From an optimization exercise on the open Yosys and OpenROAD flow, aimed at small area; shortcuts taken in it are not production practice.
Only simulation tests tie the RTL to the original design; equivalence was not proved.
Power is estimated from default activity; no workload was simulated.

==> flow/design.v <==
module GetFourBtnEdge #(
    parameter FREQUENCY_IN = 10000
)
(
    input  wire clk,
    input  wire rst,
    input  wire [3:0] btns_in,
    output wire [3:0] btnUpEdges_out,
    output wire [3:0] btnDownEdges_out
);
localparam DIV = FREQUENCY_IN / 1000;
reg [3:0] dv;
wire ms = (dv == DIV);
always @(posedge clk) begin
    if (rst)
        dv <= 4'd0;
    else if (ms)
        dv <= 4'd1;
    else
        dv <= dv + 1'b1;
end
genvar i;
generate
for (i = 0; i < 4; i = i + 1) begin : ch
    reg [3:0] ph;
    reg       lo;
    wire      m = (btns_in[i] == lo);
    always @(posedge clk) begin
        if (rst) begin
            ph <= 4'd0;
            lo <= 1'b0;
        end else begin
            case (ph)
                4'd0:  ph <= m ? 4'd1 : 4'd0;
                4'd1:  ph <= 4'd2;
                4'd14: begin
                    ph <= m ? 4'd15 : 4'd0;
                    lo <= lo ^ m;
                end
                4'd15: ph <= 4'd0;
                default: ph <= ph + ms;
            endcase
        end
    end
    assign btnDownEdges_out[i] = (ph == 4'd15) &  lo;
    assign btnUpEdges_out[i]   = (ph == 4'd15) & ~lo;
end
endgenerate
endmodule
==> flow/run.sh <==
#!/bin/bash
# synth_recipe.tcl (not shown) runs the flow's synth.tcl, then flattens the netlist and writes it again
# the make line also repeats each setting of config.mk as NAME=value (left out here)
make -C /OpenROAD-flow-scripts/flow DESIGN_CONFIG=/design/flow/config.mk WORK_HOME=/design/flow/orfs CLKGATE_MAP_FILE= SYNTH_SCRIPT=/design/flow/synth_recipe.tcl finish
==> flow/config.mk <==
export PLATFORM = sky130hd
export DESIGN_NAME = GetFourBtnEdge
export DESIGN_NICKNAME = GetFourBtnEdge
export VERILOG_FILES = /design/flow/design.v
export SDC_FILE = /design/flow/constraint.sdc
export NUM_CORES = 4
export LEC_CHECK = 0
export CAP_MARGIN = 20
export CORE_MARGIN = 2
export CORE_UTILIZATION = 40
export PLACE_DENSITY = 0.6
export SLEW_MARGIN = 20
==> flow/constraint.sdc <==
create_clock -name core_clock -period 10.0 [get_ports {clk}]
set_input_delay 2.0000 -clock core_clock [delete_from_list [all_inputs] [get_ports {clk}]]
set_output_delay 2.0000 -clock core_clock [all_outputs]
set_load 0.01 [all_outputs]
==> flow_summary_export.csv <==
group,metric,value,unit
place,dp_hpwl,1931,um
logic_synthesis,ys_top_cells_by_area,"dfxtp_1 (36%), nor2_1 (9.5%), ha_1 (7.4%)",
global_route,grt_use_total,15.34,%
clocking,numCtsBuffers,3,
place,gp_congestion,0.7318,
timing,fin_crit,3.771,ns
logic_synthesis,synthesis.nets,190,
clocking,worstSkewPairLatency,0.31,ns
logic_synthesis,synth_warnings,1,
drt,drtIter0Drc,88,
setup_path,crit_top_cell,"and3_1",
place,portBuffers,13,
drt,first_pass_iters,5,
finish,syn_to_final_growth,14.79,%
timing,max_freq,0.2652,GHz
die,rows,21,
outcome,outcome,"no timing/DRC/antenna violations",
die,core,3284,um^2
timing,setup_slack,6.229,ns
pwr,p_per_area,116.5,nW/um^2
clocking,cts_setup_buffers,0,
setup_path,startpoint_type,"flop",
drt,wl_per_cell,11.14,um
min_path,worstHoldEndpoint,"dv[0]$_SDFF_PP0_",
logic_synthesis,synthDistinctLibCells,31,
setup_path,cp_top_family,"buffers and inverters",
clocking,cts-root-buf,"clkbuf_4",
timing,post-route-period-util,37.71,%
logic_synthesis,synth_top_area_cell,"dfxtp_1",
logic_synthesis,syn_inst,176,
clocking,cts_sinks,24,
drt,drc_errors,0,
finish,drive_gt1_share,3.191,%
setup_path,crit_required,8.00,ns
die,die-area,3842,um^2
setup_path,cp-end-kind,"primary output",
clocking,cts_tree,"built",
logic_synthesis,netlist_area,1345,um^2
timing,tightest_slew,0.8740,ns
die,start_util,40.95,%
global_route,grt_pass1_wl,4464,um
finish,final_cell_mix,"nor2_1 (34), nand2_1 (26), dfxtp_1 (24)",
place,pre_cts_ws,6.532,ns
drt,ant_nets,0,
setup_path,rrSetupSlack,7.89,ns
finish,antenna_cells,0,
clocking,cts_max_path_buffers,2,
die,die_w,61.99,um
place,post-place-cells,230,
setup_path,path_buf_inv,1,
pwr,power,0.1799,mW
setup_path,cp_slowest_stage_delay,0.53,ns
finish,mostFrequentLayoutCell,"nor2_1",
timing,slew_headroom,41.55,%
flow_run,maxCapViolations,0,
setup_path,critPathMaxFanout,9,
setup_path,cp.arrival,1.77,ns
logic_synthesis,postSynthAreaPerCell,7.642,um^2
clocking,clk_pin_slew,0.12,ns
logic_synthesis,ys_seq_elements,24,
drt,vias,1206,
min_path,min_path_cells,1,
clocking,cts_hold_buffers,0,
pwr,ir_drop,85.91,uV
timing,hold_violations,0,
min_path,hold_class,"flop to flop",
clocking,ctsHtreeMaxLevel,1,
setup_path,crit_slowest_cell,"clkdlybuf4s50_1",
finish,fillers,342,
drt,drt-total-wl,2606,um
logic_synthesis,yosysSeqAreaShare,35.72,%
timing,finalSetupViolCount,0,
drt,viasPerCell,5.154,
timing,clock_skew,0.001702,ns
die,ios,14,
logic_synthesis,synth_top_area_share,35.72,%
setup_path,worstPathCellList,"and3_1 -> and3_1 -> clkdlybuf4s50_1",
global_route,grt_pass1_vias,1046,
timing,finalMaxSlewViolations,0,
global_route,grt_max_degree,25,
finish,nets,203,
global_route,grt-ovfl-total,0,
setup_path,reg2regPathDepth,9,
pwr,power_leakage,0.6239,nW
finish,instances_no_fill,234,
setup_path,critPathKind,"flop to primary output",
setup_path,r2r_end,"ch[2].ph[1]$_SDFF_PP0_",
min_path,min_from,"dv[0]$_SDFF_PP0_",
timing,fin_tns_setup,0,ns
die,die_height,61.99,um
setup_path,timing.rr.start,"dv[0]$_SDFF_PP0_",
global_route,antenna_found_initial,0,
timing,rsz0062_at_grt,"false",
clocking,cts_resized,0,
-- registers in the layout (all words and copies together), names as in the netlist --
register,flops
ch.lo,4
ch.ph,16
dv,4
-- stage by stage --
step                      utilization (%)  area [um^2]  hold slack, ns
after detailed placement            45.90         1508          0.4808
after global placement              45.90         1508          0.4667
after CTS                           47.01         1544          0.5073
after floorplan                         -         1345          0.4501
final                               47.01         1544          0.5011
after global routing                47.01         1544          0.5632
-- logic make-up after synthesis --
| family | after synthesis | share of synthesized area (%) |
|---|---|---|
| buffers and inverters | 10 | 3.256 |
| flip-flops | 24 | 35.72 |
| AND/OR/NAND/NOR | 90 | 31.07 |
| AO/OA/AOI/OAI | 35 | 16.65 |
| XOR/XNOR | 9 | 5.860 |
| adder cells (fa/ha/maj) | 8 | 7.442 |
-- Yosys cell counts --
master and n:
and2_1 2, ha_1 8, nor2_1 34, and3_1 7, a21oi_1 13, a21boi_0 1
clkbuf_1 2, nor3b_1 1, and2b_1 1, nand3_1 3, nor3b_2 1, xor2_1 5
nor3_1 8, or3b_1 1, buf_4 1, o221ai_1 2, and2_2 1, buf_2 2
o211ai_1 1, xnor2_1 4, dfxtp_1 24, nand4b_1 1, nor4_1 1, inv_1 5
a31oi_1 4, nand3b_1 3, a221o_1 3, nand2_1 26, o21ai_0 5, a211oi_1 5
a32oi_1 1
-- worst reg2reg max path, delay by kind of cell, from the launching register on --
family          cells  cell delay [ns]
buf+inv             2             0.22
compound gates      2             0.48
fa+ha+maj           3             0.76
flops               1             0.39
simple gates        2             0.20
-- final cells by class --
cell class / instances / area [um^2] / area share [%]
clock buffers: 4 / 36.28 / 2.350
inverters: 5 / 18.77 / 1.216
repair buffers: 13 / 130.1 / 8.428
multi-input cells: 142 / 820.8 / 53.16
well taps: 46 / 57.56 / 3.728
flip-flops and latches: 24 / 480.5 / 31.12
-- how the worst max path moves through the flow --
stage	startpoint	endpoint	slack [ns]	cells past startpoint
4_1_cts	ch[2].ph[2]$_SDFF_PP0_	btnDownEdges_out[2]	6.22	3
2_1_floorplan	ch[2].ph[1]$_SDFF_PP0_	btnUpEdges_out[2]	7.03	4
3_3_place_gp	rst	ch[2].ph[2]$_SDFF_PP0_	6.57	4
3_5_place_dp	rst	ch[1].ph[2]$_SDFF_PP0_	6.53	2
6_report	ch[2].ph[1]$_SDFF_PP0_	btnDownEdges_out[2]	6.23	3
5_1_grt	ch[1].ph[2]$_SDFF_PP0_	btnUpEdges_out[1]	6.09	4
-- metal layers --
layer	track usage, %	share of wire [%]	up-vias	routed length (um)
met5	0	0	-	0
li1	-	-	647	-
met2	24.55	47	15	1212
met3	4.555	2.5	2	64
met4	3.647	0.42	0	11
met1	20.30	51	542	1317
-- where the power goes --
part           switching (mW)  internal, mW  leakage (nW)
sequential            0.00670         0.100         0.196
clock                  0.0279        0.0222        0.0210
combinational          0.0111        0.0119         0.407
total                  0.0457         0.134         0.624

==> afterwards: timing with drivers on the ports <==
The flow's constraints put no driver on any port. The routed layout listed below was extracted and timed again, unchanged, in two steps.
Step 1: set_driving_cell puts a clkbuf_16 on clk and a buf_2 on each other input, an assumption about the parent block.
Step 2 times the ports against the registers' clock, not the clock port: input delays grow and output delays shrink by t, the midpoint of the rising clock arrivals with the driver on.
Slacks: ideal ports / drivers / drivers and shift; pairs: ideal ports / drivers.
shift t [ns]: 0.329
setup slack, ns: 6.229 / 6.209 / 6.538
worst hold slack (ns): 0.501 / 0.501 / 0.501
clock arrival spread, ns: 0.002 / 0.002
After both steps this run still meets setup and hold. The setup slack of this run moves by -0.020 ns with the drivers and by +0.309 ns with both steps.
